This is an optimization exercise on Yosys and OpenROAD, whose aim is small area, not a production implementation.
At most, simulation tests tie the RTL to the original design; equivalence was not proved.
The RTL of run 1 was laid out without a check of its function.

<file path="flow/run.sh">
#!/bin/bash
# The standard layout (standard.sh: the ORFS flow and synthesis, unchanged),
# with changes that only affect buffering and sizing:
#  - the port buffers are the smallest buffer cell instead of clkdlybuf4s50_1
#    (every port still gets its own buffer);
#  - the buffers Yosys/ABC put in are removed at floorplan, as the
#    timing-driven placement would otherwise do;
#  - clock tree synthesis gets the same settings as config.mk gives it, and
#    inserts no dummy loads.
set -euo pipefail
export BUFFER_PORTS_ARGS="-buffer_cell sky130_fd_sc_hd__buf_1"
export REMOVE_ABC_BUFFERS=1
export CTS_ARGS="-sink_clustering_enable -repair_clock_nets -sink_clustering_size 30 -sink_clustering_max_diameter 80 -buf_list sky130_fd_sc_hd__clkbuf_16 -dont_use_dummy_load"
bash standard.sh finish > standard_flow.log 2>&1
</file>
<file path="standard.sh">
#!/bin/bash
# synth_recipe.tcl (not shown) runs the flow's synth.tcl, then flattens the netlist and writes it again
# the make line also repeats each setting of config.mk as NAME=value (left out here)
make -C /OpenROAD-flow-scripts/flow DESIGN_CONFIG=/design/flow/config.mk WORK_HOME=/design/flow/orfs CLKGATE_MAP_FILE= SYNTH_SCRIPT=/design/flow/synth_recipe.tcl "${@:-finish}"
</file>
<file path="config.mk">
export PLATFORM = sky130hd
export DESIGN_NAME = accelerate_matrix
export DESIGN_NICKNAME = accelerate_matrix
export VERILOG_FILES = /design/flow/design.v
export SDC_FILE = /design/flow/constraint.sdc
export NUM_CORES = 4
export LEC_CHECK = 0
export ABC_AREA = 1
export CAP_MARGIN = 20
export CORE_MARGIN = 2
export CORE_UTILIZATION = 60
export CTS_BUF_LIST = sky130_fd_sc_hd__clkbuf_16
export CTS_CLUSTER_DIAMETER = 80
export CTS_CLUSTER_SIZE = 30
export GPL_TIMING_DRIVEN = 0
export PLACE_DENSITY = 0.75
export SLEW_MARGIN = 20
export SYNTH_HIERARCHICAL = 1
export SYNTH_MINIMUM_KEEP_SIZE = 0
</file>
<file path="constraint.sdc">
create_clock -name core_clock -period 10.0 [get_ports {clk}]
set_input_delay 2.0000 -clock core_clock [delete_from_list [all_inputs] [get_ports {clk}]]
set_output_delay 2.0000 -clock core_clock [all_outputs]
set_load 0.01 [all_outputs]
</file>
<file path="design.v">
`timescale 1ns/10ps
module accelerate_matrix (
    input clk,
    input rst,
    input [31:0]wmatrix,
    input [31:0]xmatrix,
    input [31:0]bias,
    output reg [15:0]out1,
    output reg [15:0]out2,
    output reg [15:0]out3,
    output reg [15:0]out4
);
    reg [3:0] p;
    always @(posedge clk or posedge rst) begin
        if (rst)
            p <= 4'd0;
        else
            p <= (p == 4'd12) ? 4'd0 : p + 4'd1;
    end
    wire ld_w = (p >= 4'd1) && (p <= 4'd4);            
    wire ld_b = (p == 4'd1);                           
    wire ld_p = (p == 4'd1) || (p == 4'd2);            
    wire ld_q = (p == 4'd3) || (p == 4'd4);            
    wire hi   = (p >= 4'd8) && (p <= 4'd11);           
    reg [31:0] r0, r1, r2, r3;
    always @(posedge clk) begin
        r0 <= r1;
        r1 <= r2;
        r2 <= r3;
        r3 <= ld_w ? wmatrix : r0;
    end
    reg [7:0] s0, s1, s2, s3;
    always @(posedge clk) begin
        if (ld_b) begin
            s0 <= bias[31:24];
            s1 <= bias[23:16];
            s2 <= bias[15:8];
            s3 <= bias[7:0];
        end else begin
            s0 <= s1;
            s1 <= s2;
            s2 <= s3;
            s3 <= s0;
        end
    end
    reg [31:0] xp0, xp1, xq0, xq1;
    always @(posedge clk) begin
        xp0 <= xp1;
        xp1 <= ld_p ? xmatrix : xp0;
        xq0 <= xq1;
        xq1 <= ld_q ? xmatrix : xq0;
    end
    wire [31:0] xa = hi ? xq1 : xp1;
    wire [31:0] xb = hi ? xq0 : xp0;
    wire [14:0] ya, yb;
    dot_unit ua (.w(r1), .x(xa), .b(s2), .y(ya));
    dot_unit ub (.w(r1), .x(xb), .b(s2), .y(yb));
    wire ev = ~p[0];
    reg [14:0] e0, e1, e2, e3, e4, o0, o1, o2, o3, o4;
    always @(posedge clk) begin
        e0 <= ev ? ya : yb; e1 <= e0; e2 <= e1; e3 <= e2; e4 <= e3;
        o0 <= ev ? yb : ya; o1 <= o0; o2 <= o1; o3 <= o2; o4 <= o3;
    end
    always @(*) begin
        out1 = {1'b0, e4};
        out2 = {1'b0, o4};
        out3 = {1'b0, e0};
        out4 = {1'b0, o0};
    end
endmodule
module dot_unit (
    input  [31:0] w,
    input  [31:0] x,
    input  [7:0]  b,
    output [14:0] y
);
  wire t1 = ~(w[0] & x[0]);
  wire t2 = ~(w[0] & x[1]);
  wire t3 = ~(w[0] & x[2]);
  wire t4 = ~(w[0] & x[3]);
  wire t5 = ~(w[0] & x[4]);
  wire t6 = ~(w[0] & x[5]);
  wire t7 = ~(w[0] & x[6]);
  wire t8 = ~(w[0] & x[7]);
  wire t9 = ~(w[1] & x[0]);
  wire t10 = ~(w[1] & x[1]);
  wire t11 = ~(w[1] & x[2]);
  wire t12 = ~(w[1] & x[3]);
  wire t13 = ~(w[1] & x[4]);
  wire t14 = ~(w[1] & x[5]);
  wire t15 = ~(w[1] & x[6]);
  wire t16 = ~(w[1] & x[7]);
  wire t17 = ~(w[2] & x[0]);
  wire t18 = ~(w[2] & x[1]);
  wire t19 = ~(w[2] & x[2]);
  wire t20 = ~(w[2] & x[3]);
  wire t21 = ~(w[2] & x[4]);
  wire t22 = ~(w[2] & x[5]);
  wire t23 = ~(w[2] & x[6]);
  wire t24 = ~(w[2] & x[7]);
  wire t25 = ~(w[3] & x[0]);
  wire t26 = ~(w[3] & x[1]);
  wire t27 = ~(w[3] & x[2]);
  wire t28 = ~(w[3] & x[3]);
  wire t29 = ~(w[3] & x[4]);
  wire t30 = ~(w[3] & x[5]);
  wire t31 = ~(w[3] & x[6]);
  wire t32 = ~(w[3] & x[7]);
  wire t33 = ~(w[4] & x[0]);
  wire t34 = ~(w[4] & x[1]);
  wire t35 = ~(w[4] & x[2]);
  wire t36 = ~(w[4] & x[3]);
  wire t37 = ~(w[4] & x[4]);
  wire t38 = ~(w[4] & x[5]);
  wire t39 = ~(w[4] & x[6]);
  wire t40 = ~(w[4] & x[7]);
  wire t41 = ~(w[5] & x[0]);
  wire t42 = ~(w[5] & x[1]);
  wire t43 = ~(w[5] & x[2]);
  wire t44 = ~(w[5] & x[3]);
  wire t45 = ~(w[5] & x[4]);
  wire t46 = ~(w[5] & x[5]);
  wire t47 = ~(w[5] & x[6]);
  wire t48 = ~(w[5] & x[7]);
  wire t49 = ~(w[6] & x[0]);
  wire t50 = ~(w[6] & x[1]);
  wire t51 = ~(w[6] & x[2]);
  wire t52 = ~(w[6] & x[3]);
  wire t53 = ~(w[6] & x[4]);
  wire t54 = ~(w[6] & x[5]);
  wire t55 = ~(w[6] & x[6]);
  wire t56 = ~(w[6] & x[7]);
  wire t57 = ~(w[7] & x[0]);
  wire t58 = ~(w[7] & x[1]);
  wire t59 = ~(w[7] & x[2]);
  wire t60 = ~(w[7] & x[3]);
  wire t61 = ~(w[7] & x[4]);
  wire t62 = ~(w[7] & x[5]);
  wire t63 = ~(w[7] & x[6]);
  wire t64 = ~(w[7] & x[7]);
  wire t65 = ~(w[8] & x[8]);
  wire t66 = ~(w[8] & x[9]);
  wire t67 = ~(w[8] & x[10]);
  wire t68 = ~(w[8] & x[11]);
  wire t69 = ~(w[8] & x[12]);
  wire t70 = ~(w[8] & x[13]);
  wire t71 = ~(w[8] & x[14]);
  wire t72 = ~(w[8] & x[15]);
  wire t73 = ~(w[9] & x[8]);
  wire t74 = ~(w[9] & x[9]);
  wire t75 = ~(w[9] & x[10]);
  wire t76 = ~(w[9] & x[11]);
  wire t77 = ~(w[9] & x[12]);
  wire t78 = ~(w[9] & x[13]);
  wire t79 = ~(w[9] & x[14]);
  wire t80 = ~(w[9] & x[15]);
  wire t81 = ~(w[10] & x[8]);
  wire t82 = ~(w[10] & x[9]);
  wire t83 = ~(w[10] & x[10]);
  wire t84 = ~(w[10] & x[11]);
  wire t85 = ~(w[10] & x[12]);
  wire t86 = ~(w[10] & x[13]);
  wire t87 = ~(w[10] & x[14]);
  wire t88 = ~(w[10] & x[15]);
  wire t89 = ~(w[11] & x[8]);
  wire t90 = ~(w[11] & x[9]);
  wire t91 = ~(w[11] & x[10]);
  wire t92 = ~(w[11] & x[11]);
  wire t93 = ~(w[11] & x[12]);
  wire t94 = ~(w[11] & x[13]);
  wire t95 = ~(w[11] & x[14]);
  wire t96 = ~(w[11] & x[15]);
  wire t97 = ~(w[12] & x[8]);
  wire t98 = ~(w[12] & x[9]);
  wire t99 = ~(w[12] & x[10]);
  wire t100 = ~(w[12] & x[11]);
  wire t101 = ~(w[12] & x[12]);
  wire t102 = ~(w[12] & x[13]);
  wire t103 = ~(w[12] & x[14]);
  wire t104 = ~(w[12] & x[15]);
  wire t105 = ~(w[13] & x[8]);
  wire t106 = ~(w[13] & x[9]);
  wire t107 = ~(w[13] & x[10]);
  wire t108 = ~(w[13] & x[11]);
  wire t109 = ~(w[13] & x[12]);
  wire t110 = ~(w[13] & x[13]);
  wire t111 = ~(w[13] & x[14]);
  wire t112 = ~(w[13] & x[15]);
  wire t113 = ~(w[14] & x[8]);
  wire t114 = ~(w[14] & x[9]);
  wire t115 = ~(w[14] & x[10]);
  wire t116 = ~(w[14] & x[11]);
  wire t117 = ~(w[14] & x[12]);
  wire t118 = ~(w[14] & x[13]);
  wire t119 = ~(w[14] & x[14]);
  wire t120 = ~(w[14] & x[15]);
  wire t121 = ~(w[15] & x[8]);
  wire t122 = ~(w[15] & x[9]);
  wire t123 = ~(w[15] & x[10]);
  wire t124 = ~(w[15] & x[11]);
  wire t125 = ~(w[15] & x[12]);
  wire t126 = ~(w[15] & x[13]);
  wire t127 = ~(w[15] & x[14]);
  wire t128 = ~(w[15] & x[15]);
  wire t129 = ~(w[16] & x[16]);
  wire t130 = ~(w[16] & x[17]);
  wire t131 = ~(w[16] & x[18]);
  wire t132 = ~(w[16] & x[19]);
  wire t133 = ~(w[16] & x[20]);
  wire t134 = ~(w[16] & x[21]);
  wire t135 = ~(w[16] & x[22]);
  wire t136 = ~(w[16] & x[23]);
  wire t137 = ~(w[17] & x[16]);
  wire t138 = ~(w[17] & x[17]);
  wire t139 = ~(w[17] & x[18]);
  wire t140 = ~(w[17] & x[19]);
  wire t141 = ~(w[17] & x[20]);
  wire t142 = ~(w[17] & x[21]);
  wire t143 = ~(w[17] & x[22]);
  wire t144 = ~(w[17] & x[23]);
  wire t145 = ~(w[18] & x[16]);
  wire t146 = ~(w[18] & x[17]);
  wire t147 = ~(w[18] & x[18]);
  wire t148 = ~(w[18] & x[19]);
  wire t149 = ~(w[18] & x[20]);
  wire t150 = ~(w[18] & x[21]);
  wire t151 = ~(w[18] & x[22]);
  wire t152 = ~(w[18] & x[23]);
  wire t153 = ~(w[19] & x[16]);
  wire t154 = ~(w[19] & x[17]);
  wire t155 = ~(w[19] & x[18]);
  wire t156 = ~(w[19] & x[19]);
  wire t157 = ~(w[19] & x[20]);
  wire t158 = ~(w[19] & x[21]);
  wire t159 = ~(w[19] & x[22]);
  wire t160 = ~(w[19] & x[23]);
  wire t161 = ~(w[20] & x[16]);
  wire t162 = ~(w[20] & x[17]);
  wire t163 = ~(w[20] & x[18]);
  wire t164 = ~(w[20] & x[19]);
  wire t165 = ~(w[20] & x[20]);
  wire t166 = ~(w[20] & x[21]);
  wire t167 = ~(w[20] & x[22]);
  wire t168 = ~(w[20] & x[23]);
  wire t169 = ~(w[21] & x[16]);
  wire t170 = ~(w[21] & x[17]);
  wire t171 = ~(w[21] & x[18]);
  wire t172 = ~(w[21] & x[19]);
  wire t173 = ~(w[21] & x[20]);
  wire t174 = ~(w[21] & x[21]);
  wire t175 = ~(w[21] & x[22]);
  wire t176 = ~(w[21] & x[23]);
  wire t177 = ~(w[22] & x[16]);
  wire t178 = ~(w[22] & x[17]);
  wire t179 = ~(w[22] & x[18]);
  wire t180 = ~(w[22] & x[19]);
  wire t181 = ~(w[22] & x[20]);
  wire t182 = ~(w[22] & x[21]);
  wire t183 = ~(w[22] & x[22]);
  wire t184 = ~(w[22] & x[23]);
  wire t185 = ~(w[23] & x[16]);
  wire t186 = ~(w[23] & x[17]);
  wire t187 = ~(w[23] & x[18]);
  wire t188 = ~(w[23] & x[19]);
  wire t189 = ~(w[23] & x[20]);
  wire t190 = ~(w[23] & x[21]);
  wire t191 = ~(w[23] & x[22]);
  wire t192 = ~(w[23] & x[23]);
  wire t193 = ~(w[24] & x[24]);
  wire t194 = ~(w[24] & x[25]);
  wire t195 = ~(w[24] & x[26]);
  wire t196 = ~(w[24] & x[27]);
  wire t197 = ~(w[24] & x[28]);
  wire t198 = ~(w[24] & x[29]);
  wire t199 = ~(w[24] & x[30]);
  wire t200 = ~(w[24] & x[31]);
  wire t201 = ~(w[25] & x[24]);
  wire t202 = ~(w[25] & x[25]);
  wire t203 = ~(w[25] & x[26]);
  wire t204 = ~(w[25] & x[27]);
  wire t205 = ~(w[25] & x[28]);
  wire t206 = ~(w[25] & x[29]);
  wire t207 = ~(w[25] & x[30]);
  wire t208 = ~(w[25] & x[31]);
  wire t209 = ~(w[26] & x[24]);
  wire t210 = ~(w[26] & x[25]);
  wire t211 = ~(w[26] & x[26]);
  wire t212 = ~(w[26] & x[27]);
  wire t213 = ~(w[26] & x[28]);
  wire t214 = ~(w[26] & x[29]);
  wire t215 = ~(w[26] & x[30]);
  wire t216 = ~(w[26] & x[31]);
  wire t217 = ~(w[27] & x[24]);
  wire t218 = ~(w[27] & x[25]);
  wire t219 = ~(w[27] & x[26]);
  wire t220 = ~(w[27] & x[27]);
  wire t221 = ~(w[27] & x[28]);
  wire t222 = ~(w[27] & x[29]);
  wire t223 = ~(w[27] & x[30]);
  wire t224 = ~(w[27] & x[31]);
  wire t225 = ~(w[28] & x[24]);
  wire t226 = ~(w[28] & x[25]);
  wire t227 = ~(w[28] & x[26]);
  wire t228 = ~(w[28] & x[27]);
  wire t229 = ~(w[28] & x[28]);
  wire t230 = ~(w[28] & x[29]);
  wire t231 = ~(w[28] & x[30]);
  wire t232 = ~(w[28] & x[31]);
  wire t233 = ~(w[29] & x[24]);
  wire t234 = ~(w[29] & x[25]);
  wire t235 = ~(w[29] & x[26]);
  wire t236 = ~(w[29] & x[27]);
  wire t237 = ~(w[29] & x[28]);
  wire t238 = ~(w[29] & x[29]);
  wire t239 = ~(w[29] & x[30]);
  wire t240 = ~(w[29] & x[31]);
  wire t241 = ~(w[30] & x[24]);
  wire t242 = ~(w[30] & x[25]);
  wire t243 = ~(w[30] & x[26]);
  wire t244 = ~(w[30] & x[27]);
  wire t245 = ~(w[30] & x[28]);
  wire t246 = ~(w[30] & x[29]);
  wire t247 = ~(w[30] & x[30]);
  wire t248 = ~(w[30] & x[31]);
  wire t249 = ~(w[31] & x[24]);
  wire t250 = ~(w[31] & x[25]);
  wire t251 = ~(w[31] & x[26]);
  wire t252 = ~(w[31] & x[27]);
  wire t253 = ~(w[31] & x[28]);
  wire t254 = ~(w[31] & x[29]);
  wire t255 = ~(w[31] & x[30]);
  wire t256 = ~(w[31] & x[31]);
  wire t257 = ~b[0];
  wire t258 = ~b[1];
  wire t259 = ~b[2];
  wire t260 = ~b[3];
  wire t261 = ~b[4];
  wire t262 = ~b[5];
  wire t263 = ~b[6];
  wire t264 = ~b[7];
  wire t265, t266;
  FA u_t265 (.a(t7), .b(t14), .c(t21), .s(t265), .co(t266));
  wire t267, t268;
  FA u_t267 (.a(t8), .b(t15), .c(t22), .s(t267), .co(t268));
  wire t269, t270;
  FA u_t269 (.a(t29), .b(t36), .c(t43), .s(t269), .co(t270));
  wire t271, t272;
  FA u_t271 (.a(t50), .b(t57), .c(t72), .s(t271), .co(t272));
  wire t273, t274;
  FA u_t273 (.a(t16), .b(t23), .c(t30), .s(t273), .co(t274));
  wire t275, t276;
  FA u_t275 (.a(t37), .b(t44), .c(t51), .s(t275), .co(t276));
  wire t277, t278;
  FA u_t277 (.a(t5), .b(t12), .c(t19), .s(t277), .co(t278));
  wire t279, t280;
  FA u_t279 (.a(t6), .b(t13), .c(t20), .s(t279), .co(t280));
  wire t281, t282;
  FA u_t281 (.a(t27), .b(t34), .c(t41), .s(t281), .co(t282));
  wire t283, t284;
  FA u_t283 (.a(t70), .b(t77), .c(t84), .s(t283), .co(t284));
  wire t285, t286;
  FA u_t285 (.a(t91), .b(t98), .c(t105), .s(t285), .co(t286));
  wire t287, t288;
  FA u_t287 (.a(t28), .b(t35), .c(t42), .s(t287), .co(t288));
  wire t289, t290;
  FA u_t289 (.a(t49), .b(t71), .c(t78), .s(t289), .co(t290));
  wire t291, t292;
  FA u_t291 (.a(t85), .b(t92), .c(t99), .s(t291), .co(t292));
  wire t293, t294;
  FA u_t293 (.a(t106), .b(t113), .c(t135), .s(t293), .co(t294));
  wire t295, t296;
  FA u_t295 (.a(t142), .b(t149), .c(t156), .s(t295), .co(t296));
  wire t297, t298;
  FA u_t297 (.a(t163), .b(t170), .c(t177), .s(t297), .co(t298));
  wire t299, t300;
  FA u_t299 (.a(t79), .b(t86), .c(t93), .s(t299), .co(t300));
  wire t301, t302;
  FA u_t301 (.a(t100), .b(t107), .c(t114), .s(t301), .co(t302));
  wire t303, t304;
  FA u_t303 (.a(t121), .b(t136), .c(t143), .s(t303), .co(t304));
  wire t305, t306;
  FA u_t305 (.a(t150), .b(t157), .c(t164), .s(t305), .co(t306));
  wire t307, t308;
  FA u_t307 (.a(t171), .b(t178), .c(t185), .s(t307), .co(t308));
  wire t309, t310;
  FA u_t309 (.a(t200), .b(t207), .c(t214), .s(t309), .co(t310));
  wire t311, t312;
  FA u_t311 (.a(t221), .b(t228), .c(t235), .s(t311), .co(t312));
  wire t313, t314;
  FA u_t313 (.a(t242), .b(t249), .c(t264), .s(t313), .co(t314));
  wire t315, t316;
  FA u_t315 (.a(t58), .b(t80), .c(t87), .s(t315), .co(t316));
  wire t317, t318;
  FA u_t317 (.a(t94), .b(t101), .c(t108), .s(t317), .co(t318));
  wire t319, t320;
  FA u_t319 (.a(t115), .b(t122), .c(t144), .s(t319), .co(t320));
  wire t321, t322;
  FA u_t321 (.a(t151), .b(t158), .c(t165), .s(t321), .co(t322));
  wire t323, t324;
  FA u_t323 (.a(t172), .b(t179), .c(t186), .s(t323), .co(t324));
  wire t325, t326;
  FA u_t325 (.a(t208), .b(t215), .c(t222), .s(t325), .co(t326));
  wire t327, t328;
  FA u_t327 (.a(t229), .b(t236), .c(t243), .s(t327), .co(t328));
  wire t329, t330;
  FA u_t329 (.a(t250), .b(t268), .c(t270), .s(t329), .co(t330));
  wire t331, t332;
  FA u_t331 (.a(t24), .b(t31), .c(t38), .s(t331), .co(t332));
  wire t333, t334;
  FA u_t333 (.a(t45), .b(t52), .c(t59), .s(t333), .co(t334));
  wire t335, t336;
  FA u_t335 (.a(t88), .b(t95), .c(t102), .s(t335), .co(t336));
  wire t337, t338;
  FA u_t337 (.a(t109), .b(t116), .c(t123), .s(t337), .co(t338));
  wire t339, t340;
  FA u_t339 (.a(t152), .b(t159), .c(t166), .s(t339), .co(t340));
  wire t341, t342;
  FA u_t341 (.a(t173), .b(t180), .c(t187), .s(t341), .co(t342));
  wire t343, t344;
  FA u_t343 (.a(t216), .b(t223), .c(t230), .s(t343), .co(t344));
  wire t345, t346;
  FA u_t345 (.a(t237), .b(t244), .c(t251), .s(t345), .co(t346));
  wire t347, t348;
  FA u_t347 (.a(t32), .b(t39), .c(t46), .s(t347), .co(t348));
  wire t349, t350;
  FA u_t349 (.a(t53), .b(t60), .c(t96), .s(t349), .co(t350));
  wire t351, t352;
  FA u_t351 (.a(t103), .b(t110), .c(t117), .s(t351), .co(t352));
  wire t353, t354;
  FA u_t353 (.a(t124), .b(t160), .c(t167), .s(t353), .co(t354));
  wire t355, t356;
  FA u_t355 (.a(t174), .b(t181), .c(t188), .s(t355), .co(t356));
  wire t357, t358;
  FA u_t357 (.a(t40), .b(t47), .c(t54), .s(t357), .co(t358));
  wire t359, t360;
  FA u_t359 (.a(t4), .b(t11), .c(t18), .s(t359), .co(t360));
  wire t361, t362;
  FA u_t361 (.a(t25), .b(t68), .c(t75), .s(t361), .co(t362));
  wire t363, t364;
  FA u_t363 (.a(t26), .b(t33), .c(t69), .s(t363), .co(t364));
  wire t365, t366;
  FA u_t365 (.a(t76), .b(t83), .c(t90), .s(t365), .co(t366));
  wire t367, t368;
  FA u_t367 (.a(t97), .b(t133), .c(t140), .s(t367), .co(t368));
  wire t369, t370;
  FA u_t369 (.a(t147), .b(t154), .c(t161), .s(t369), .co(t370));
  wire t371, t372;
  FA u_t371 (.a(t134), .b(t141), .c(t148), .s(t371), .co(t372));
  wire t373, t374;
  FA u_t373 (.a(t155), .b(t162), .c(t169), .s(t373), .co(t374));
  wire t375, t376;
  FA u_t375 (.a(t198), .b(t205), .c(t212), .s(t375), .co(t376));
  wire t377, t378;
  FA u_t377 (.a(t219), .b(t226), .c(t233), .s(t377), .co(t378));
  wire t379, t380;
  FA u_t379 (.a(t262), .b(t278), .c(t279), .s(t379), .co(t380));
  wire t381, t382;
  FA u_t381 (.a(t199), .b(t206), .c(t213), .s(t381), .co(t382));
  wire t383, t384;
  FA u_t383 (.a(t220), .b(t227), .c(t234), .s(t383), .co(t384));
  wire t385, t386;
  FA u_t385 (.a(t241), .b(t263), .c(t265), .s(t385), .co(t386));
  wire t387, t388;
  FA u_t387 (.a(t280), .b(t282), .c(t284), .s(t387), .co(t388));
  wire t389, t390;
  FA u_t389 (.a(t286), .b(t287), .c(t289), .s(t389), .co(t390));
  wire t391, t392;
  FA u_t391 (.a(t291), .b(t293), .c(t295), .s(t391), .co(t392));
  wire t393, t394;
  FA u_t393 (.a(t266), .b(t267), .c(t269), .s(t393), .co(t394));
  wire t395, t396;
  FA u_t395 (.a(t271), .b(t288), .c(t290), .s(t395), .co(t396));
  wire t397, t398;
  FA u_t397 (.a(t292), .b(t294), .c(t296), .s(t397), .co(t398));
  wire t399, t400;
  FA u_t399 (.a(t298), .b(t299), .c(t301), .s(t399), .co(t400));
  wire t401, t402;
  FA u_t401 (.a(t303), .b(t305), .c(t307), .s(t401), .co(t402));
  wire t403, t404;
  FA u_t403 (.a(t309), .b(t311), .c(t313), .s(t403), .co(t404));
  wire t405, t406;
  FA u_t405 (.a(t272), .b(t273), .c(t275), .s(t405), .co(t406));
  wire t407, t408;
  FA u_t407 (.a(t300), .b(t302), .c(t304), .s(t407), .co(t408));
  wire t409, t410;
  FA u_t409 (.a(t306), .b(t308), .c(t310), .s(t409), .co(t410));
  wire t411, t412;
  FA u_t411 (.a(t312), .b(t314), .c(t315), .s(t411), .co(t412));
  wire t413, t414;
  FA u_t413 (.a(t317), .b(t319), .c(t321), .s(t413), .co(t414));
  wire t415, t416;
  FA u_t415 (.a(t323), .b(t325), .c(t327), .s(t415), .co(t416));
  wire t417, t418;
  FA u_t417 (.a(t274), .b(t276), .c(t316), .s(t417), .co(t418));
  wire t419, t420;
  FA u_t419 (.a(t318), .b(t320), .c(t322), .s(t419), .co(t420));
  wire t421, t422;
  FA u_t421 (.a(t324), .b(t326), .c(t328), .s(t421), .co(t422));
  wire t423, t424;
  FA u_t423 (.a(t330), .b(t331), .c(t333), .s(t423), .co(t424));
  wire t425, t426;
  FA u_t425 (.a(t335), .b(t337), .c(t339), .s(t425), .co(t426));
  wire t427, t428;
  FA u_t427 (.a(t341), .b(t343), .c(t345), .s(t427), .co(t428));
  wire t429, t430;
  FA u_t429 (.a(t224), .b(t231), .c(t238), .s(t429), .co(t430));
  wire t431, t432;
  FA u_t431 (.a(t245), .b(t252), .c(t332), .s(t431), .co(t432));
  wire t433, t434;
  FA u_t433 (.a(t334), .b(t336), .c(t338), .s(t433), .co(t434));
  wire t435, t436;
  FA u_t435 (.a(t340), .b(t342), .c(t344), .s(t435), .co(t436));
  wire t437, t438;
  FA u_t437 (.a(t346), .b(t347), .c(t349), .s(t437), .co(t438));
  wire t439, t440;
  FA u_t439 (.a(t351), .b(t353), .c(t355), .s(t439), .co(t440));
  wire t441, t442;
  FA u_t441 (.a(t61), .b(t104), .c(t111), .s(t441), .co(t442));
  wire t443, t444;
  FA u_t443 (.a(t118), .b(t125), .c(t168), .s(t443), .co(t444));
  wire t445, t446;
  FA u_t445 (.a(t175), .b(t182), .c(t189), .s(t445), .co(t446));
  wire t447, t448;
  FA u_t447 (.a(t232), .b(t239), .c(t246), .s(t447), .co(t448));
  wire t449, t450;
  FA u_t449 (.a(t253), .b(t348), .c(t350), .s(t449), .co(t450));
  wire t451, t452;
  FA u_t451 (.a(t352), .b(t354), .c(t356), .s(t451), .co(t452));
  wire t453, t454;
  FA u_t453 (.a(t48), .b(t55), .c(t62), .s(t453), .co(t454));
  wire t455, t456;
  FA u_t455 (.a(t112), .b(t119), .c(t126), .s(t455), .co(t456));
  wire t457, t458;
  FA u_t457 (.a(t176), .b(t183), .c(t190), .s(t457), .co(t458));
  wire t459, t460;
  FA u_t459 (.a(t3), .b(t10), .c(t17), .s(t459), .co(t460));
  wire t461, t462;
  FA u_t461 (.a(t67), .b(t74), .c(t81), .s(t461), .co(t462));
  wire t463, t464;
  FA u_t463 (.a(t82), .b(t89), .c(t132), .s(t463), .co(t464));
  wire t465, t466;
  FA u_t465 (.a(t139), .b(t146), .c(t153), .s(t465), .co(t466));
  wire t467, t468;
  FA u_t467 (.a(t196), .b(t203), .c(t210), .s(t467), .co(t468));
  wire t469, t470;
  FA u_t469 (.a(t197), .b(t204), .c(t211), .s(t469), .co(t470));
  wire t471, t472;
  FA u_t471 (.a(t218), .b(t225), .c(t261), .s(t471), .co(t472));
  wire t473, t474;
  FA u_t473 (.a(t277), .b(t360), .c(t362), .s(t473), .co(t474));
  wire t475, t476;
  FA u_t475 (.a(t363), .b(t365), .c(t367), .s(t475), .co(t476));
  wire t477, t478;
  FA u_t477 (.a(t281), .b(t283), .c(t285), .s(t477), .co(t478));
  wire t479, t480;
  FA u_t479 (.a(t364), .b(t366), .c(t368), .s(t479), .co(t480));
  wire t481, t482;
  FA u_t481 (.a(t370), .b(t371), .c(t373), .s(t481), .co(t482));
  wire t483, t484;
  FA u_t483 (.a(t375), .b(t377), .c(t379), .s(t483), .co(t484));
  wire t485, t486;
  FA u_t485 (.a(t297), .b(t372), .c(t374), .s(t485), .co(t486));
  wire t487, t488;
  FA u_t487 (.a(t376), .b(t378), .c(t380), .s(t487), .co(t488));
  wire t489, t490;
  FA u_t489 (.a(t381), .b(t383), .c(t385), .s(t489), .co(t490));
  wire t491, t492;
  FA u_t491 (.a(t387), .b(t389), .c(t391), .s(t491), .co(t492));
  wire t493, t494;
  FA u_t493 (.a(t382), .b(t384), .c(t386), .s(t493), .co(t494));
  wire t495, t496;
  FA u_t495 (.a(t388), .b(t390), .c(t392), .s(t495), .co(t496));
  wire t497, t498;
  FA u_t497 (.a(t393), .b(t395), .c(t397), .s(t497), .co(t498));
  wire t499, t500;
  FA u_t499 (.a(t399), .b(t401), .c(t403), .s(t499), .co(t500));
  wire t501, t502;
  FA u_t501 (.a(t329), .b(t394), .c(t396), .s(t501), .co(t502));
  wire t503, t504;
  FA u_t503 (.a(t398), .b(t400), .c(t402), .s(t503), .co(t504));
  wire t505, t506;
  FA u_t505 (.a(t404), .b(t405), .c(t407), .s(t505), .co(t506));
  wire t507, t508;
  FA u_t507 (.a(t409), .b(t411), .c(t413), .s(t507), .co(t508));
  wire t509, t510;
  FA u_t509 (.a(t406), .b(t408), .c(t410), .s(t509), .co(t510));
  wire t511, t512;
  FA u_t511 (.a(t412), .b(t414), .c(t416), .s(t511), .co(t512));
  wire t513, t514;
  FA u_t513 (.a(t417), .b(t419), .c(t421), .s(t513), .co(t514));
  wire t515, t516;
  FA u_t515 (.a(t423), .b(t425), .c(t427), .s(t515), .co(t516));
  wire t517, t518;
  FA u_t517 (.a(t418), .b(t420), .c(t422), .s(t517), .co(t518));
  wire t519, t520;
  FA u_t519 (.a(t424), .b(t426), .c(t428), .s(t519), .co(t520));
  wire t521, t522;
  FA u_t521 (.a(t429), .b(t431), .c(t433), .s(t521), .co(t522));
  wire t523, t524;
  FA u_t523 (.a(t435), .b(t437), .c(t439), .s(t523), .co(t524));
  wire t525, t526;
  FA u_t525 (.a(t357), .b(t430), .c(t432), .s(t525), .co(t526));
  wire t527, t528;
  FA u_t527 (.a(t434), .b(t436), .c(t438), .s(t527), .co(t528));
  wire t529, t530;
  FA u_t529 (.a(t440), .b(t441), .c(t443), .s(t529), .co(t530));
  wire t531, t532;
  FA u_t531 (.a(t445), .b(t447), .c(t449), .s(t531), .co(t532));
  wire t533, t534;
  FA u_t533 (.a(t240), .b(t247), .c(t254), .s(t533), .co(t534));
  wire t535, t536;
  FA u_t535 (.a(t358), .b(t442), .c(t444), .s(t535), .co(t536));
  wire t537, t538;
  FA u_t537 (.a(t446), .b(t448), .c(t450), .s(t537), .co(t538));
  wire t539, t540;
  FA u_t539 (.a(t452), .b(t453), .c(t455), .s(t539), .co(t540));
  wire t541, t542;
  FA u_t541 (.a(t56), .b(t63), .c(t120), .s(t541), .co(t542));
  wire t543, t544;
  FA u_t543 (.a(t127), .b(t184), .c(t191), .s(t543), .co(t544));
  wire t545, t546;
  FA u_t545 (.a(t248), .b(t255), .c(t454), .s(t545), .co(t546));
  wire t547, t548;
  FA u_t547 (.a(t2), .b(t9), .c(t66), .s(t547), .co(t548));
  wire t549, t550;
  FA u_t549 (.a(t73), .b(t130), .c(t137), .s(t549), .co(t550));
  wire t551, t552;
  FA u_t551 (.a(t131), .b(t138), .c(t145), .s(t551), .co(t552));
  wire t553, t554;
  FA u_t553 (.a(t195), .b(t202), .c(t209), .s(t553), .co(t554));
  wire t555, t556;
  FA u_t555 (.a(t259), .b(t459), .c(t461), .s(t555), .co(t556));
  wire t557, t558;
  FA u_t557 (.a(t217), .b(t260), .c(t359), .s(t557), .co(t558));
  wire t559, t560;
  FA u_t559 (.a(t361), .b(t460), .c(t462), .s(t559), .co(t560));
  wire t561, t562;
  FA u_t561 (.a(t463), .b(t465), .c(t467), .s(t561), .co(t562));
  wire t563, t564;
  FA u_t563 (.a(t369), .b(t464), .c(t466), .s(t563), .co(t564));
  wire t565, t566;
  FA u_t565 (.a(t468), .b(t469), .c(t471), .s(t565), .co(t566));
  wire t567, t568;
  FA u_t567 (.a(t473), .b(t475), .c(1'b1), .s(t567), .co(t568));
  wire t569, t570;
  FA u_t569 (.a(t470), .b(t472), .c(t474), .s(t569), .co(t570));
  wire t571, t572;
  FA u_t571 (.a(t476), .b(t477), .c(t479), .s(t571), .co(t572));
  wire t573, t574;
  FA u_t573 (.a(t481), .b(t483), .c(1'b1), .s(t573), .co(t574));
  wire t575, t576;
  FA u_t575 (.a(t478), .b(t480), .c(t482), .s(t575), .co(t576));
  wire t577, t578;
  FA u_t577 (.a(t484), .b(t485), .c(t487), .s(t577), .co(t578));
  wire t579, t580;
  FA u_t579 (.a(t489), .b(t491), .c(1'b1), .s(t579), .co(t580));
  wire t581, t582;
  FA u_t581 (.a(t486), .b(t488), .c(t490), .s(t581), .co(t582));
  wire t583, t584;
  FA u_t583 (.a(t492), .b(t493), .c(t495), .s(t583), .co(t584));
  wire t585, t586;
  FA u_t585 (.a(t497), .b(t499), .c(1'b1), .s(t585), .co(t586));
  wire t587, t588;
  FA u_t587 (.a(t415), .b(t494), .c(t496), .s(t587), .co(t588));
  wire t589, t590;
  FA u_t589 (.a(t498), .b(t500), .c(t501), .s(t589), .co(t590));
  wire t591, t592;
  FA u_t591 (.a(t503), .b(t505), .c(t507), .s(t591), .co(t592));
  wire t593, t594;
  FA u_t593 (.a(t502), .b(t504), .c(t506), .s(t593), .co(t594));
  wire t595, t596;
  FA u_t595 (.a(t508), .b(t509), .c(t511), .s(t595), .co(t596));
  wire t597, t598;
  FA u_t597 (.a(t513), .b(t515), .c(1'b1), .s(t597), .co(t598));
  wire t599, t600;
  FA u_t599 (.a(t510), .b(t512), .c(t514), .s(t599), .co(t600));
  wire t601, t602;
  FA u_t601 (.a(t516), .b(t517), .c(t519), .s(t601), .co(t602));
  wire t603, t604;
  FA u_t603 (.a(t521), .b(t523), .c(1'b1), .s(t603), .co(t604));
  wire t605, t606;
  FA u_t605 (.a(t451), .b(t518), .c(t520), .s(t605), .co(t606));
  wire t607, t608;
  FA u_t607 (.a(t522), .b(t524), .c(t525), .s(t607), .co(t608));
  wire t609, t610;
  FA u_t609 (.a(t527), .b(t529), .c(t531), .s(t609), .co(t610));
  wire t611, t612;
  FA u_t611 (.a(t457), .b(t526), .c(t528), .s(t611), .co(t612));
  wire t613, t614;
  FA u_t613 (.a(t530), .b(t532), .c(t533), .s(t613), .co(t614));
  wire t615, t616;
  FA u_t615 (.a(t535), .b(t537), .c(t539), .s(t615), .co(t616));
  wire t617, t618;
  FA u_t617 (.a(t456), .b(t458), .c(t534), .s(t617), .co(t618));
  wire t619, t620;
  FA u_t619 (.a(t536), .b(t538), .c(t540), .s(t619), .co(t620));
  wire t621, t622;
  FA u_t621 (.a(t541), .b(t543), .c(t545), .s(t621), .co(t622));
  wire t623, t624;
  FA u_t623 (.a(t64), .b(t128), .c(t192), .s(t623), .co(t624));
  wire t625, t626;
  FA u_t625 (.a(t256), .b(t542), .c(t544), .s(t625), .co(t626));
  wire t627, t628;
  FA u_t627 (.a(t1), .b(t65), .c(t129), .s(t627), .co(t628));
  wire t629, t630;
  FA u_t629 (.a(t194), .b(t201), .c(t258), .s(t629), .co(t630));
  wire t631, t632;
  FA u_t631 (.a(t548), .b(t550), .c(t551), .s(t631), .co(t632));
  wire t633, t634;
  FA u_t633 (.a(t552), .b(t554), .c(t556), .s(t633), .co(t634));
  wire t635, t636;
  FA u_t635 (.a(t557), .b(t559), .c(t561), .s(t635), .co(t636));
  wire t637, t638;
  FA u_t637 (.a(t558), .b(t560), .c(t562), .s(t637), .co(t638));
  wire t639, t640;
  FA u_t639 (.a(t563), .b(t565), .c(t567), .s(t639), .co(t640));
  wire t641, t642;
  FA u_t641 (.a(t564), .b(t566), .c(t568), .s(t641), .co(t642));
  wire t643, t644;
  FA u_t643 (.a(t569), .b(t571), .c(t573), .s(t643), .co(t644));
  wire t645, t646;
  FA u_t645 (.a(t570), .b(t572), .c(t574), .s(t645), .co(t646));
  wire t647, t648;
  FA u_t647 (.a(t575), .b(t577), .c(t579), .s(t647), .co(t648));
  wire t649, t650;
  FA u_t649 (.a(t576), .b(t578), .c(t580), .s(t649), .co(t650));
  wire t651, t652;
  FA u_t651 (.a(t581), .b(t583), .c(t585), .s(t651), .co(t652));
  wire t653, t654;
  FA u_t653 (.a(t582), .b(t584), .c(t586), .s(t653), .co(t654));
  wire t655, t656;
  FA u_t655 (.a(t587), .b(t589), .c(t591), .s(t655), .co(t656));
  wire t657, t658;
  FA u_t657 (.a(t588), .b(t590), .c(t592), .s(t657), .co(t658));
  wire t659, t660;
  FA u_t659 (.a(t593), .b(t595), .c(t597), .s(t659), .co(t660));
  wire t661, t662;
  FA u_t661 (.a(t594), .b(t596), .c(t598), .s(t661), .co(t662));
  wire t663, t664;
  FA u_t663 (.a(t599), .b(t601), .c(t603), .s(t663), .co(t664));
  wire t665, t666;
  FA u_t665 (.a(t600), .b(t602), .c(t604), .s(t665), .co(t666));
  wire t667, t668;
  FA u_t667 (.a(t605), .b(t607), .c(t609), .s(t667), .co(t668));
  wire t669, t670;
  FA u_t669 (.a(t606), .b(t608), .c(t610), .s(t669), .co(t670));
  wire t671, t672;
  FA u_t671 (.a(t611), .b(t613), .c(t615), .s(t671), .co(t672));
  wire t673, t674;
  FA u_t673 (.a(t612), .b(t614), .c(t616), .s(t673), .co(t674));
  wire t675, t676;
  FA u_t675 (.a(t617), .b(t619), .c(t621), .s(t675), .co(t676));
  wire t677, t678;
  FA u_t677 (.a(t546), .b(t618), .c(t620), .s(t677), .co(t678));
  wire t679, t680;
  FA u_t679 (.a(t622), .b(t623), .c(t625), .s(t679), .co(t680));
  wire t681, t682;
  FA u_t681 (.a(t547), .b(t549), .c(t628), .s(t681), .co(t682));
  wire t683, t684;
  FA u_t683 (.a(t553), .b(t555), .c(t630), .s(t683), .co(t684));
  wire t685, t686;
  FA u_t685 (.a(t632), .b(t633), .c(t635), .s(t685), .co(t686));
  wire t687, t688;
  FA u_t687 (.a(t634), .b(t636), .c(t637), .s(t687), .co(t688));
  wire t689, t690;
  FA u_t689 (.a(t638), .b(t640), .c(t641), .s(t689), .co(t690));
  wire t691, t692;
  FA u_t691 (.a(t642), .b(t644), .c(t645), .s(t691), .co(t692));
  wire t693, t694;
  FA u_t693 (.a(t646), .b(t648), .c(t649), .s(t693), .co(t694));
  wire t695, t696;
  FA u_t695 (.a(t650), .b(t652), .c(t653), .s(t695), .co(t696));
  wire t697, t698;
  FA u_t697 (.a(t654), .b(t656), .c(t657), .s(t697), .co(t698));
  wire t699, t700;
  FA u_t699 (.a(t658), .b(t660), .c(t661), .s(t699), .co(t700));
  wire t701, t702;
  FA u_t701 (.a(t662), .b(t664), .c(t665), .s(t701), .co(t702));
  wire t703, t704;
  FA u_t703 (.a(t666), .b(t668), .c(t669), .s(t703), .co(t704));
  wire t705, t706;
  FA u_t705 (.a(t670), .b(t672), .c(t673), .s(t705), .co(t706));
  wire t707, t708;
  FA u_t707 (.a(t674), .b(t676), .c(t677), .s(t707), .co(t708));
  wire t709, t710;
  FA u_t709 (.a(t624), .b(t626), .c(t678), .s(t709), .co(t710));
  wire t711, t712;
  FA u_t711 (.a(t193), .b(t257), .c(t627), .s(t711), .co(t712));
  wire t713, t714;
  FA u_t713 (.a(t629), .b(t681), .c(1'b1), .s(t713), .co(t714));
  wire t715, t716;
  FA u_t715 (.a(t631), .b(t682), .c(t683), .s(t715), .co(t716));
  wire t717, t718;
  FA u_t717 (.a(t684), .b(t685), .c(1'b1), .s(t717), .co(t718));
  wire t719, t720;
  FA u_t719 (.a(t639), .b(t686), .c(t687), .s(t719), .co(t720));
  wire t721, t722;
  FA u_t721 (.a(t643), .b(t688), .c(t689), .s(t721), .co(t722));
  wire t723, t724;
  FA u_t723 (.a(t647), .b(t690), .c(t691), .s(t723), .co(t724));
  wire t725, t726;
  FA u_t725 (.a(t651), .b(t692), .c(t693), .s(t725), .co(t726));
  wire t727, t728;
  FA u_t727 (.a(t655), .b(t694), .c(t695), .s(t727), .co(t728));
  wire t729, t730;
  FA u_t729 (.a(t659), .b(t696), .c(t697), .s(t729), .co(t730));
  wire t731, t732;
  FA u_t731 (.a(t663), .b(t698), .c(t699), .s(t731), .co(t732));
  wire t733, t734;
  FA u_t733 (.a(t667), .b(t700), .c(t701), .s(t733), .co(t734));
  wire t735, t736;
  FA u_t735 (.a(t671), .b(t702), .c(t703), .s(t735), .co(t736));
  wire t737, t738;
  FA u_t737 (.a(t675), .b(t704), .c(t705), .s(t737), .co(t738));
  wire t739, t740;
  FA u_t739 (.a(t679), .b(t706), .c(t707), .s(t739), .co(t740));
  wire t741, t742;
  FA u_t741 (.a(t680), .b(t708), .c(t709), .s(t741), .co(t742));
  wire t743, t744;
  FA u_t743 (.a(t712), .b(t713), .c(1'b1), .s(t743), .co(t744));
  wire t745, t746;
  FA u_t745 (.a(t714), .b(t715), .c(t744), .s(t745), .co(t746));
  wire t747, t748;
  FA u_t747 (.a(t716), .b(t717), .c(t746), .s(t747), .co(t748));
  wire t749, t750;
  FA u_t749 (.a(t718), .b(t719), .c(t748), .s(t749), .co(t750));
  wire t751, t752;
  FA u_t751 (.a(t720), .b(t721), .c(t750), .s(t751), .co(t752));
  wire t753, t754;
  FA u_t753 (.a(t722), .b(t723), .c(t752), .s(t753), .co(t754));
  wire t755, t756;
  FA u_t755 (.a(t724), .b(t725), .c(t754), .s(t755), .co(t756));
  wire t757, t758;
  FA u_t757 (.a(t726), .b(t727), .c(t756), .s(t757), .co(t758));
  wire t759, t760;
  FA u_t759 (.a(t728), .b(t729), .c(t758), .s(t759), .co(t760));
  wire t761, t762;
  FA u_t761 (.a(t730), .b(t731), .c(t760), .s(t761), .co(t762));
  wire t763, t764;
  FA u_t763 (.a(t732), .b(t733), .c(t762), .s(t763), .co(t764));
  wire t765, t766;
  FA u_t765 (.a(t734), .b(t735), .c(t764), .s(t765), .co(t766));
  wire t767, t768;
  FA u_t767 (.a(t736), .b(t737), .c(t766), .s(t767), .co(t768));
  wire t769, t770;
  FA u_t769 (.a(t738), .b(t739), .c(t768), .s(t769), .co(t770));
  wire t771 = t740 ^ t741 ^ t770;
  wire [15:0] sn;   
  assign sn[0] = t711;
  assign sn[1] = t743;
  assign sn[2] = t745;
  assign sn[3] = t747;
  assign sn[4] = t749;
  assign sn[5] = t751;
  assign sn[6] = t753;
  assign sn[7] = t755;
  assign sn[8] = t757;
  assign sn[9] = t759;
  assign sn[10] = t761;
  assign sn[11] = t763;
  assign sn[12] = t765;
  assign sn[13] = t767;
  assign sn[14] = t769;
  assign sn[15] = t771;
  assign y = sn[15] ? ~sn[14:0] : 15'd0;
endmodule
module FA (input a, input b, input c, output s, output co);
  assign s  = a ^ b ^ c;
  assign co = (a & b) | (a & c) | (b & c);
endmodule
</file>
==> impl_metrics.json, run 1 <==
{
  "cts_made_buffers": 19,
  "path_common_cell": "fa_1",
  "worst_pin_slew_ps": 1192,
  "hold_path.class": "flip-flop to flip-flop",
  "syn2layout_area_growth_pct": 5.876,
  "vias": 16800,
  "worst-setup-path-type": "flip-flop to flip-flop",
  "clkSinkCount": 442,
  "yosysTopAreaCellShare_pct": 40.59,
  "clk_latency_ps": 570,
  "min_period_over_period_pct": 96.83,
  "cts_max_level": 1,
  "crit_path_top_delay_cell": "fa_1",
  "antenna_found_initial": 0,
  "grt_max_degree": 68,
  "avgViaCountPerCell": 5.694,
  "ant_nets": 0,
  "top_layer": "met4",
  "synth.distinct_cells": 20,
  "wl_met1_um": 23200,
  "grt_pass1_vias": 18200,
  "fin_skew_ps": 64.21,
  "diodes": 0,
  "crit_fanout": 34,
  "ys_top_cells_by_area": "fa_1, dfxtp_1, nand2_1, nand3_1, clkbuf_1",
  "route.met3.wl_um": 6169,
  "synth_seq_cells": 442,
  "place_ws_ps": -1345,
  "fin_ws_ps": 316.7,
  "slew_violations": 0,
  "drt-initial-drc-count": 1539,
  "yosysTopAreaCell": "fa_1",
  "rsz0062_at_grt": "no",
  "grt.total_usage_pct": 30.13,
  "fmax_ghz": 0.1033,
  "cp.required_ps": 10470,
  "hpwl_um": 45820,
  "syn_area_per_cell_um2": 10.35,
  "holdWs_ps": 304.4,
  "cts_tree": "built",
  "root_buffer": "clkbuf_16",
  "synth-seq-area-share_pct": 35.54,
  "start_util_pct": 60.98,
  "arrival_ps": 10160,
  "max_stage_delay_ps": 620,
  "yosys_warnings": 7,
  "setup_viol": 0,
  "die_area_um2": 43240,
  "status": "complete, no violations",
  "synthCells": 2412,
  "layout-drive-gt1-share_pct": 4.341,
  "core_area_um2": 40920,
  "grt.overflow.total": 0,
  "wire_per_inst_um": 21.30,
  "pin_count": 162,
  "finish.utilization_pct": 64.56,
  "hold_violations": 0,
  "clk_path_buf_depth": 3,
  "start_kind": "flip-flop",
  "grt_pass1_wl_um": 100300,
  "synthesis.area_um2": 24960,
  "wl_um": 62870,
  "first_pass_iters": 6,
  "place.gp.congestion": 0.9489,
  "placed_cells": 2922,
  "nNetsFinal": 3029,
  "period_minus_slack_ps": 9683,
  "final_cell_count_no_fill": 2951,
  "die_x_um": 207.9,
  "cts.reportedPaths.clkPinSlew_ps": 110,
  "maxSlewHeadroom_pct": 20.42,
  "cap_violations": 0,
  "drcViolationCount": 0,
  "die_h_um": 207.9,
  "place.port_buffers": 157,
  "endpoint_kind": "flip-flop",
  "met2_length_um": 29000,
  "rows": 74
}
-- critical path, delay by kind of cell (launching register included) --
| family | cells | cell delay [ps] |
|---|---|---|
| AOI/OAI and AO/OA | 1 | 150 |
| DFF | 1 | 550 |
| adders and majority gates | 17 | 7380 |
| and+or+nand+nor | 10 | 1350 |
| buffers and inverters | 1 | 150 |
-- metrics by stage --
step | instance area, um2 | setup TNS [ps]
finish | 26420 | 0
global route | 26420 | 0
CTS | 26170 | 0
detailed placement | 25580 | -37380
global placement | 25460 | -95490
floorplan | 24210 | -26760
-- cell families after synthesis --
logic type               count (synthesis)  synth area share (%)
other                                    3               0.04512
buffers and inverters                  247                 3.981
flip-flops                             442                 35.54
adder cells (fa/ha/maj)                510                 40.79
AND/OR/NAND/NOR                       1178                 19.00
AO/OA/AOI/OAI                           32                0.6418
-- cell usage in the layout (no fill, tap or decap), types with 2 or more instances in the layout --
cell type	count
buf_1	157
nor2_2	19
nand2_4	13
nand2_1	904
buf_4	3
buf_12	2
fa_1	506
nand3_1	196
dfrtp_4	2
clkbuf_16	19
o21ai_1	3
ha_1	3
dfxtp_1	438
nand2_2	28
buf_16	4
nand2_8	3
nor2_4	4
o21ai_0	29
conb_1	22
inv_1	45
nor2_1	10
-- final timing paths --
path	startpoint	to	slack [ps]	cells after the start
worst max register to register	p[2]	o0[14]	320	29
min in group asynchronous	rst	p[2]	1310	2
worst min-delay path	r3[24]	r2[24]	300	0
worst min register to register	r3[24]	r2[24]	300	0
max in group asynchronous	rst	p[3]	8520	2
worst max-delay path	p[2]	o0[14]	320	29
-- per-module statistics from Yosys, one instance, submodules excluded --
| module | flops+latches | area [um2] |
|---|---|---|
| FA | 0 | 20.02 |
| accelerate_matrix | 442 | 12090 |
| dot_unit | 0 | 1370 |
-- sequential cells by signal, indices dropped and copies added (netlist names), 32 cells and up --
| register | flops |
|---|---|
| xq1 | 32 |
| r0 | 32 |
| r3 | 32 |
| xq0 | 32 |
| xp0 | 32 |
| r1 | 32 |
| r2 | 32 |
| xp1 | 32 |
-- repair_timing --
action	4_1_cts	5_1_grt
buffers inserted	2	4
hold buffers	0	0
pin swaps	1	1
gates cloned	1	2
resized for setup	18	48
endpoints found under the setup margin	30	30
-- layer usage --
metal	GRT usage, %	vias up
met1	38.86	8394
met2	47.81	957
met3	6.294	229
met5	0	-
met4	17.27	0
li1	-	7223
-- final cells by class --
cell class / count / area (um2)
clock buffer: 19 / 475.5
fill: 3215 / 14500
inverter: 46 / 198.9
multi-input combinational: 1744 / 15420
sequential: 442 / 8877
tap: 532 / 665.6
timing repair buffer: 167 / 777.0
timing repair inverter: 1 / 11.26
-- synthesized netlist by cell type, drive strengths merged --
master    n
dfxtp   438
nand3   198
clkbuf  156
nand2   946
inv      46
fa      506
or2       1
ha        4
o21ai    32
buf      45
conb      3
nor2     33
dfrtp     4
==> run 2: changes to the inputs <==
--- a/design.v
+++ b/design.v
@@ -23,4 +23,5 @@
     wire ld_q = (p == 4'd3) || (p == 4'd4);            
     wire hi   = (p >= 4'd8) && (p <= 4'd11);           
+    wire mv   = (p >= 4'd7) && (p <= 4'd10);           
     reg [31:0] r0, r1, r2, r3;
     always @(posedge clk) begin
@@ -45,6 +46,8 @@
     end
     reg [31:0] xp0, xp1, xq0, xq1;
+    reg [14:0] e0, e1, e2, o0, o1, o2;
     always @(posedge clk) begin
-        xp0 <= xp1;
+        xp0[29:0] <= mv ? {o2, e2} : xp1[29:0];
+        xp0[31:30] <= xp1[31:30];
         xp1 <= ld_p ? xmatrix : xp0;
         xq0 <= xq1;
@@ -57,12 +60,11 @@
     dot_unit ub (.w(r1), .x(xb), .b(s2), .y(yb));
     wire ev = ~p[0];
-    reg [14:0] e0, e1, e2, e3, e4, o0, o1, o2, o3, o4;
     always @(posedge clk) begin
-        e0 <= ev ? ya : yb; e1 <= e0; e2 <= e1; e3 <= e2; e4 <= e3;
-        o0 <= ev ? yb : ya; o1 <= o0; o2 <= o1; o3 <= o2; o4 <= o3;
+        e0 <= ev ? ya : yb; e1 <= e0; e2 <= e1;
+        o0 <= ev ? yb : ya; o1 <= o0; o2 <= o1;
     end
     always @(*) begin
-        out1 = {1'b0, e4};
-        out2 = {1'b0, o4};
+        out1 = {1'b0, xp1[14:0]};
+        out2 = {1'b0, xp1[29:15]};
         out3 = {1'b0, e0};
         out4 = {1'b0, o0};
==> run 2 against run 1 <==
  * First-iteration DRC count increased by 16%
  * Critical path depth stayed put
  * Utilization decreased by 0.95 points
  * Cell area fell by 2.4%
  * Global-route usage is 2.6 points higher
  * Register-to-register slack got worse by 110 ps
  * Sequential cell count decreased by 60
==> impl_metrics.json, run 2 <==
{
  "setup_viol": 0,
  "min_period_over_period_pct": 97.96,
  "synthCells": 2482,
  "cts_made_buffers": 19,
  "worst_pin_slew_ps": 1072,
  "syn2layout_area_growth_pct": 5.119,
  "async_flop_share_pct": 1.047,
  "worst-setup-path-type": "flip-flop to flip-flop",
  "endpoint_kind": "flip-flop",
  "fmax_ghz": 0.1021,
  "synthFlopType": "dfxtp_1",
  "final_common_cell": "nand2_1",
  "synth_seq_cells": 382,
  "synth.most_common_cell": "nand2_1",
  "root_buffer": "clkbuf_16",
  "cts_max_level": 1,
  "rsz0062_at_grt": "yes",
  "crit_fanout": 36,
  "path_common_cell": "fa_1",
  "yosysTopAreaCellShare_pct": 41.28,
  "crit_buf_inv": 2,
  "die_area_um2": 42530,
  "maxSlewHeadroom_pct": 28.47,
  "diodes": 0,
  "yosysTopAreaCell": "fa_1",
  "arrival_ps": 10250,
  "hold_path.class": "flip-flop to flip-flop",
  "first_pass_iters": 6,
  "wl_um": 67400,
  "slew_violations": 0,
  "clk_latency_ps": 560,
  "cts.reportedPaths.clkPinSlew_ps": 100,
  "start_kind": "flip-flop",
  "hold_violations": 0,
  "fillers": 3301,
  "synth_edf_count": 0,
  "place.port_buffers": 157,
  "die_h_um": 206.2,
  "grt_pass1_wl_um": 103700,
  "hpwl_um": 49660,
  "layout_common_cells": "nand2_1, fa_1, dfxtp_1",
  "rows": 74,
  "status": "complete, no violations",
  "layout-drive-gt1-share_pct": 4.837,
  "synth.distinct_cells": 24,
  "fin_skew_ps": 39.87,
  "max_stage_delay_ps": 550,
  "cpLargestDelayFamily": "adder cells",
  "synthTopCellsByCount": "nand2_1, fa_1, dfxtp_1, nand3_1, clkbuf_1",
  "crit_path_top_delay_cell": "fa_1",
  "clk_path_buf_depth": 3,
  "clkSinkCount": 382,
  "ctsHoldBuffers": 0,
  "synth-seq-area-share_pct": 31.24,
  "period_minus_slack_ps": 9796,
  "core_area_um2": 40550,
  "vias": 17470,
  "ant_nets": 0,
  "grt_max_degree": 69,
  "cap_violations": 0,
  "tns_ps": 0,
  "ys_top_cells_by_area": "fa_1, dfxtp_1, nand2_1, nand3_1, clkbuf_1",
  "grt.overflow.total": 0,
  "place.gp.congestion": 0.9486,
  "wire_per_inst_um": 22.53,
  "grt_pass1_vias": 18450,
  "cp.required_ps": 10460,
  "grt.total_usage_pct": 32.77,
  "die_x_um": 206.2,
  "drcViolationCount": 0,
  "start_util_pct": 60.51,
  "synthesis.area_um2": 24540,
  "yosys_warnings": 7,
  "pin_count": 162,
  "avgViaCountPerCell": 5.839,
  "syn_area_per_cell_um2": 9.887,
  "antenna_found_initial": 1,
  "nNetsFinal": 3070,
  "cts_tree": "built",
  "drt-initial-drc-count": 1787
}
run 2: cell count changes after synthesis, moves of 2 or more:
| cell | previous run | this run |
|---|---|---|
| buf_6 | 2 | 9 |
| nand2_1 | 943 | 972 |
| buf_2 | 29 | 46 |
| dfxtp_1 | 438 | 378 |
| o21ai_0 | 32 | 30 |
| o21ai_1 | 0 | 32 |
| buf_1 | 10 | 3 |
| inv_1 | 45 | 78 |
| nand2_2 | 3 | 6 |
| clkbuf_1 | 156 | 136 |
| buf_4 | 4 | 43 |
| nand3_1 | 198 | 196 |
run 2: per-module statistics from Yosys, one instance, submodules excluded:
module             cell area [um2]  copies in the design
dot_unit                      1370                     2
FA                           20.02                   506
accelerate_matrix            11670                     1
run 2: cell families (layout without fill, tap and decap cells):
logic type,Yosys count,count (layout),share of synthesized area (%)
AOI/OAI and AO/OA,63,63,1.331
xor gates and xnor gates,1,1,0.03570
and+or+nand+nor,1207,1210,19.86
adders and majority gates,510,510,41.48
DFF,382,382,31.24
buffers and inverters,316,272,6.001
other,3,22,0.04588
run 2: worst paths after layout:
path	slack, ps	startpoint	endpoint	cells after the start
min in group asynchronous	1320	rst	p[3]	2
hold / removal	290	e1[1]	e2[1]	0
max in group asynchronous	8510	rst	p[2]	2
setup / recovery	200	p[3]	o0[8]	29
hold reg to reg	290	e1[1]	e2[1]	0
setup reg to reg	200	p[3]	o0[8]	29
run 2: through the flow:
step	cells	utilization, %	hold slack, ps	instance area (um2)	setup WS [ps]
after global routing	2992	63.61	302.9	25800	-38.90
final	2992	63.61	293.0	25800	204.4
after CTS	2982	62.85	298.6	25490	13.74
after detailed placement	2959	61.32	312.1	24870	-1396
after global placement	2953	60.88	309.8	24690	-4080
after floorplan	2264	-	309.6	23440	-1051
run 2: area by class of cell:
type                       count  area (um2)  share of cell area [%]
clock buffer                  19       475.5                   1.843
timing repair buffer         173       858.3                   3.327
timing repair inverter         1       11.26                 0.04365
multi-input combinational   1806       15790                   61.20
sequential                   382        7676                   29.76
inverter                      79       322.8                   1.251
tap                          532       665.6                   2.580
run 2: layer usage:
metal | vias to the layer above | GRT usage [%] | wire (um)
met2 | 1082 | 53.08 | 31930
met3 | 275 | 7.174 | 6779
met4 | 0 | 17.17 | 4517
met1 | 8753 | 41.60 | 24170
met5 | - | 0 | 0
li1 | 7359 | - | -
run 2: repair_timing:
item / CTS / global route
resized for setup: 32 / 46
endpoints found under the hold margin: 0 / 0
pin swaps: 1 / 3
endpoints found under the setup margin: 30 / 30
setup buffers: 2 / 7
cloned: 2 / 2
==> run 3: changes to the inputs <==
--- a/design.v
+++ b/design.v
@@ -22,5 +22,4 @@
     wire ld_p = (p == 4'd1) || (p == 4'd2);            
     wire ld_q = (p == 4'd3) || (p == 4'd4);            
-    wire hi   = (p >= 4'd8) && (p <= 4'd11);           
     wire mv   = (p >= 4'd7) && (p <= 4'd10);           
     reg [31:0] r0, r1, r2, r3;
@@ -54,4 +53,7 @@
         xq1 <= ld_q ? xmatrix : xq0;
     end
+    reg hi;
+    always @(posedge clk)
+        hi <= (p >= 4'd7) && (p <= 4'd10);
     wire [31:0] xa = hi ? xq1 : xp1;
     wire [31:0] xb = hi ? xq0 : xp0;
==> run 3 against run 2 <==
  * Die area shrank 0.96%
  * Hold slack lost 6.2 ps
  * Register-to-register slack gained 70 ps
  * Synthesized cell count shrank 5.8%
  * Critical path depth shrank 2
  * Fmax grew 0.76%
  * Wire length shrank 5.9%
  * Worst setup slack gained 74 ps
  * Critical endpoint is now o0[6]
==> impl_metrics.json, run 3 <==
{
  "rsz0062_at_grt": "no",
  "use_met1_pct": 40.97,
  "place_ws_ps": -272.6,
  "ant_nets": 0,
  "core_area_um2": 39820,
  "max_stage_delay_ps": 580,
  "slew_violations": 0,
  "start_kind": "flip-flop",
  "cts.reportedPaths.clkPinSlew_ps": 100,
  "grt_pass1_vias": 17730,
  "dpl_cell_area_um2": 24830,
  "tns_ps": 0,
  "synthTopCellsByCount": "nand2_1, fa_1, dfxtp_1, clkbuf_1, nand3_1",
  "grt_pass1_wl_um": 99390,
  "maxSlewHeadroom_pct": 29.45,
  "synthCells": 2337,
  "yosysTopAreaCell": "fa_1",
  "placed_cells": 2824,
  "drcViolationCount": 0,
  "ys_top_cells_by_area": "fa_1, dfxtp_1, nand2_1, mux2_2, nand3_1",
  "synth_seq_cells": 383,
  "cts_made_buffers": 18,
  "fillers": 3201,
  "syn2layout_area_growth_pct": 4.264,
  "place.port_buffers": 157,
  "synth.distinct_cells": 26,
  "cts_tree": "built",
  "fmax_ghz": 0.1029,
  "crit_path_top_delay_cell": "fa_1",
  "wire_per_inst_um": 22.31,
  "arrival_ps": 10140,
  "min_period_over_period_pct": 97.22,
  "worst-setup-path-type": "flip-flop to flip-flop",
  "hold_path.class": "flip-flop to flip-flop",
  "grt.overflow.total": 0,
  "drt-initial-drc-count": 1338,
  "yosysTopAreaCellShare_pct": 41.69,
  "r2r_setup_slack_ps": 280,
  "clkSinkCount": 383,
  "grt.total_usage_pct": 31.62,
  "final_common_cell": "nand2_1",
  "period_minus_slack_ps": 9722,
  "die_h_um": 205.2,
  "grt_util_met2_pct": 50.60,
  "die_area_um2": 42120,
  "wl_um": 63450,
  "diodes": 0,
  "final_area_um2": 25330,
  "path_common_cell": "fa_1",
  "clk_latency_ps": 550,
  "die_x_um": 205.2,
  "ctsHoldBuffers": 0,
  "pin_count": 162,
  "fin_skew_ps": 46.74,
  "start_util_pct": 61.02,
  "use_met3_pct": 7.555,
  "fin_ws_ps": 278.4,
  "synthesis.area_um2": 24300,
  "hold_violations": 0,
  "worst_pin_slew_ps": 1057,
  "async_flop_share_pct": 1.044,
  "synthFlopType": "dfxtp_1",
  "first_pass_iters": 5,
  "clk_path_buf_depth": 3,
  "root_buffer": "clkbuf_16",
  "vias": 16390,
  "setup_viol": 0,
  "nNetsFinal": 2929,
  "status": "complete, no violations",
  "endpoint_kind": "flip-flop",
  "finish.utilization_pct": 63.62,
  "crit_fanout": 15,
  "layout-drive-gt1-share_pct": 5.692,
  "cap_violations": 0,
  "synth-seq-area-share_pct": 31.64,
  "cp.required_ps": 10420,
  "synth.most_common_cell": "nand2_1",
  "grt_max_degree": 43,
  "layout_common_cells": "nand2_1, fa_1, dfxtp_1",
  "final_cell_count_no_fill": 2844,
  "synth_edf_count": 0,
  "antenna_found_initial": 0,
  "place.gp.congestion": 0.9294,
  "syn_area_per_cell_um2": 10.40,
  "rows": 73,
  "cts_max_level": 1,
  "yosys_warnings": 7,
  "avgViaCountPerCell": 5.764,
  "top_usage_layer": "met2",
  "hpwl_um": 48710
}
==> run 3: per-stage QoR <==
step	hold slack (ps)
detailed placement	312.1
finish	286.8
global route	290.0
CTS	290.5
global placement	310.0
floorplan	309.6
==> run 3: final timing paths <==
check	start	to	cells after the start
worst max-delay path	hi	o0[6]	27
worst min-delay path	r2[29]	r1[29]	0
worst max register to register	hi	o0[6]	27
worst min register to register	r2[29]	r1[29]	0
max in group asynchronous	rst	p[3]	2
min in group asynchronous	rst	p[0]	2
==> run 3: final cells by class <==
cell class                 count  area (um2)  share of cell area [%]
tap                          525       656.9                   2.593
sequential                   383        7692                   30.36
timing repair buffer         167       817.0                   3.225
clock buffer                  18       450.4                   1.778
multi-input combinational   1674       15430                   60.90
inverter                      77       289.0                   1.141
==> run 3: logic make-up (layout without fill, tap and decap cells) <==
| kind of cell | after synthesis | in the layout | synth area share (%) |
|---|---|---|---|
| xor+xnor | 1 | 1 | 0.03605 |
| fa+ha+maj | 510 | 510 | 41.89 |
| mux | 64 | 64 | 2.966 |
| simple gates | 1010 | 1010 | 16.60 |
| compound gates | 67 | 67 | 1.416 |
| flops | 383 | 383 | 31.64 |
| other cells | 3 | 22 | 0.04634 |
| buf+inv | 299 | 262 | 5.407 |
==> run 3: per-module statistics from Yosys (local to each module, per instance) <==
module | flops+latches | cells
FA | 0 | 1
accelerate_matrix | 383 | 1123
dot_unit | 0 | 354
==> run 3: per-layer routing <==
metal  share of wire [%]  vias up  routed length [um]
li1                    -     6938                   -
met1                  37     8308               23470
met2                  47      959               29860
met3                  10      187                6409
met4                 5.8        0                3710
met5                   0        -                   0
==> run 3: critical path, delay by kind of cell (launching register included) <==
family                     cells  cell delay, ps
AOI/OAI and AO/OA              1             250
adders and majority gates     17            7280
buffers and inverters          2             320
DFF                            1             400
muxes                          1             510
and+or+nand+nor                6             820
==> run 3: repair_timing <==
| action | CTS | global route |
|---|---|---|
| endpoints found under the setup margin | 15 | 30 |
| pin swaps | 0 | 0 |
| gates resized for setup | 8 | 5 |
| setup buffers | 1 | 1 |

## static timing again, ports no longer ideal
No port has a modelled driver above. Below, the same layouts with a new extraction and two added sets of constraints. Step 1: set_driving_cell puts a clkbuf_16 on clk and a buf_2 on each other input, an assumption about the parent block. Step 2 also shifts input and output timing later by t, the mid clock arrival at the registers, as if the neighbouring blocks saw the same clock. Three values: no drivers, after step 1, after step 2; two values: the first two.
| run | shift t [ns] | setup slack, ns | worst hold slack (ns) | clock arrival spread, ns |
|---|---|---|---|---|
| run 1 | 0.597 | 0.317 / 0.317 / 0.317 | 0.304 / 0.304 / 0.304 | 0.064 / 0.065 |
| run 2 | 0.597 | 0.204 / 0.204 / 0.204 | 0.293 / 0.293 / 0.293 | 0.040 / 0.040 |
| run 3 | 0.583 | 0.278 / 0.278 / 0.278 | 0.287 / 0.287 / 0.287 | 0.047 / 0.047 |
After both steps setup and hold are still met in every run listed.
